Background: an optimization exercise with open tools, aiming at small area, a short achievable clock period and few clock cycles per item. Do not read the settings as production practice.

## friet_ae_32_bits
module friet_ae_32_bits(clk, arstn, din, din_valid, din_ready, dout, dout_valid, dout_ready);
input clk;
input arstn;
input [31:0] din;
input din_valid;
output din_ready;
output [31:0] dout;
output dout_valid;
input dout_ready;
parameter ROUNDS = 1;
localparam [4:0] RC_START = 5'b01111;
localparam [4:0] RC_LAST = (ROUNDS == 1)  ? 5'b11001 :
                           (ROUNDS == 2)  ? 5'b01100 :
                           (ROUNDS == 3)  ? 5'b10110 : 5'b01011;
localparam [4:0] RC_PEN  = (ROUNDS == 1)  ? 5'b01100 :
                           (ROUNDS == 2)  ? 5'b01011 :
                           (ROUNDS == 3)  ? 5'b01010 : 5'b01110;
reg [31:0] din_q;
reg vld_q;
reg din_ready_q;
reg [2:0] room;
reg start_q;        
wire take = din_valid & din_ready_q;
reg cq_noop;        
reg cq_clear;       
reg [4:0] cq_op;    
reg sq_zero;        
reg sq_gt16;        
reg sq_rnz;         
reg [3:0] sq_lastpos;
reg [2:1] sq_pmask;
reg [2:0] sq_blkn;
reg [2:0] sq_amt;      
wire [3:0] din_low_m1 = din[3:0] - 4'd1;
wire din_gt16 = (din[31:5] != 27'd0) | (din[4] & (din[3:0] != 4'd0));
wire [1:0] din_nm1 = din_gt16 ? 2'd3 : din_low_m1[3:2];
always @(posedge clk) begin
    din_q <= din;
    cq_noop <= ~((din[7:0] >= 8'h01) & (din[7:0] <= 8'h05));
    cq_clear <= (din[7:0] == 8'h00);
    cq_op <= {din[2:0] == 3'd5, din[2:0] == 3'd4, din[2:0] == 3'd3, din[2:0] == 3'd2, din[2:0] == 3'd1};
    sq_zero <= (din == 32'd0);
    sq_gt16 <= din_gt16;
    sq_rnz <= ~din_gt16 & (din[1:0] != 2'b00);
  ...
Size: ~4900 cells after synthesis, about 620 flip-flops, roughly 70 I/O pins, about 36000 sq um of cells after synthesis.
Settings: LEC_CHECK=0, ABC_AREA=1, CAP_MARGIN=20, CORE_MARGIN=2, CORE_UTILIZATION=40, SETUP_SLACK_MARGIN=2.9, SLEW_MARGIN=20; clock period 5.0 ns.
run.sh (not shown) runs the stock make flow with config.mk's settings and CLKGATE_MAP_FILE= SYNTH_SCRIPT=/design/flow/synth_recipe.tcl, a recipe that flattens the netlist after the stock synthesis.
Change:
--- a/flow/design.v
+++ b/flow/design.v
@@ -90,48 +90,39 @@
     sq_blkn <= {1'b0, din_nm1} + 3'd1;
     sq_amt <= {1'b0, din_nm1} + 3'd1 + {~din_gt16, 1'b0};
 end
 wire [1:0] inc;
 wire data_grant;
 wire size_grant;
 wire [2:0] data_amt;
-wire [2:0] room_m1 = room - 3'd1;
-wire [2:0] room_p1 = room + 3'd1;
-wire [2:0] room_p2 = room + 3'd2;
+wire [2:0] room_inc = room + {1'b0, inc};
 always @(posedge clk or negedge arstn) begin
     if (arstn == 1'b0) begin
         vld_q <= 1'b0;
-        room <= 3'd0;
+        room <= 3'd2;
         din_ready_q <= 1'b0;
         start_q <= 1'b1;
     end else begin
         start_q <= 1'b0;
         vld_q <= take;
-        if (start_q == 1'b1) begin
-            room <= 3'd2;
-        end else if (data_grant == 1'b1 || size_grant == 1'b1) begin
+        if (data_grant == 1'b1 || size_grant == 1'b1) begin
             room <= data_amt;
+        end else if (take == 1'b1) begin
+            room <= room_inc - 3'd1;
         end else begin
-            case ({inc, take})
-                3'b001 : room <= room_m1;
-                3'b010, 3'b101 : room <= room_p1;
-                3'b100 : room <= room_p2;
-                default : room <= room;
-            endcase
+            room <= room_inc;
         end
         din_ready_q <= start_q | data_grant | size_grant | (inc != 2'b00) | (take ? (room[2:1] != 2'b00) : din_ready_q);
     end
 end
 assign din_ready = din_ready_q;
-reg p_size, p_data, p_orw;
-wire p_cmd = ~(p_size | p_data | p_orw);
+reg p_cmd, p_size, p_data, p_orw;
 reg o_abs, o_enc, o_dec, o_gtag, o_vtag;
 reg busy;
-reg clr_n;
-wire clr = ~clr_n;   
+reg clr;
 reg pad0_pend;
 reg pad0_abs;       
 reg granted;
 reg dec16_pend;
 reg gblk_done;      
 reg gtag_done;
 reg orw_done;
@@ -298,17 +289,17 @@
         busy <= 1'b1;
     end else if (busy == 1'b1 && rc == RC_LAST) begin
         busy <= 1'b0;
     end
 end
 always @(posedge clk or negedge arstn) begin
     if (arstn == 1'b0) begin
-        clr_n <= 1'b0;
+        clr <= 1'b1;
     end else begin
-        clr_n <= ~cmd_clear;
+        clr <= cmd_clear;
     end
 end
 always @(posedge clk or negedge arstn) begin
     if (arstn == 1'b0) begin
         pad0_pend <= 1'b0;
     end else if (cmd_clear == 1'b1) begin
         pad0_pend <= 1'b0;
@@ -323,18 +314,20 @@
         pad0_abs <= o_abs;
     end
 end
 wire blk_end = (dstep | emit) & last_w;
 wire op_end = (dstep | emit) & op_last_w;
 always @(posedge clk or negedge arstn) begin
     if (arstn == 1'b0) begin
+        p_cmd <= 1'b1;
         p_size <= 1'b0;
         p_data <= 1'b0;
         p_orw <= 1'b0;
     end else begin
+        p_cmd <= (p_cmd & ~(vld_q & cmd_op)) | (size_step & size_zero) | (op_end & ~o_vtag) | (p_orw & dout_ready);
         p_size <= (p_size & ~vld_q) | (cmd_step & cmd_op);
         p_data <= (p_data & ~op_end) | (size_step & ~size_zero);
         p_orw <= (p_orw & ~dout_ready) | (op_end & o_vtag);
     end
 end
 always @(posedge clk) begin
     if (cmd_step == 1'b1) begin
=> Cell count drops by 4.0%; synthesized cell count drops by 4.6%; routed wire length is higher by 1.8%; critical path depth stays the same; global-route usage came out higher by 0.74 points; count of clock-buffer cells in the layout came out higher by 7; maximum frequency goes up by 7.8%; final area went down by 1.8%; setup slack improved by 0.18 ns.
No functional check of the RTL was part of any run of this note.

separate check: timing with driven ports:
Ports are ideal in the flow. The routed layouts listed here were re-timed in OpenROAD.
Step 1: set_driving_cell puts a clkbuf_16 on clk and a buf_2 on each other input, an assumption about the parent block.
Step 2 times the ports against the registers' clock, not the clock port: input delays grow and output delays shrink by t, the midpoint of the rising clock arrivals with the driver on.
Three values: ideal ports, drivers, drivers and shift; two values: the first two.
run | shift t [ns] | setup WS [ns] | worst data-port slew with drivers (ns)
the first run | 0.690 | 2.559 / 2.597 / 1.907 | 0.04
the second run | 0.692 | 2.737 / 2.737 / 2.102 | 0.04
After both steps setup and hold are still met in every run listed. The setup slack of the first run, which loses most, moves by +0.038 ns with the drivers and by -0.652 ns with both steps.
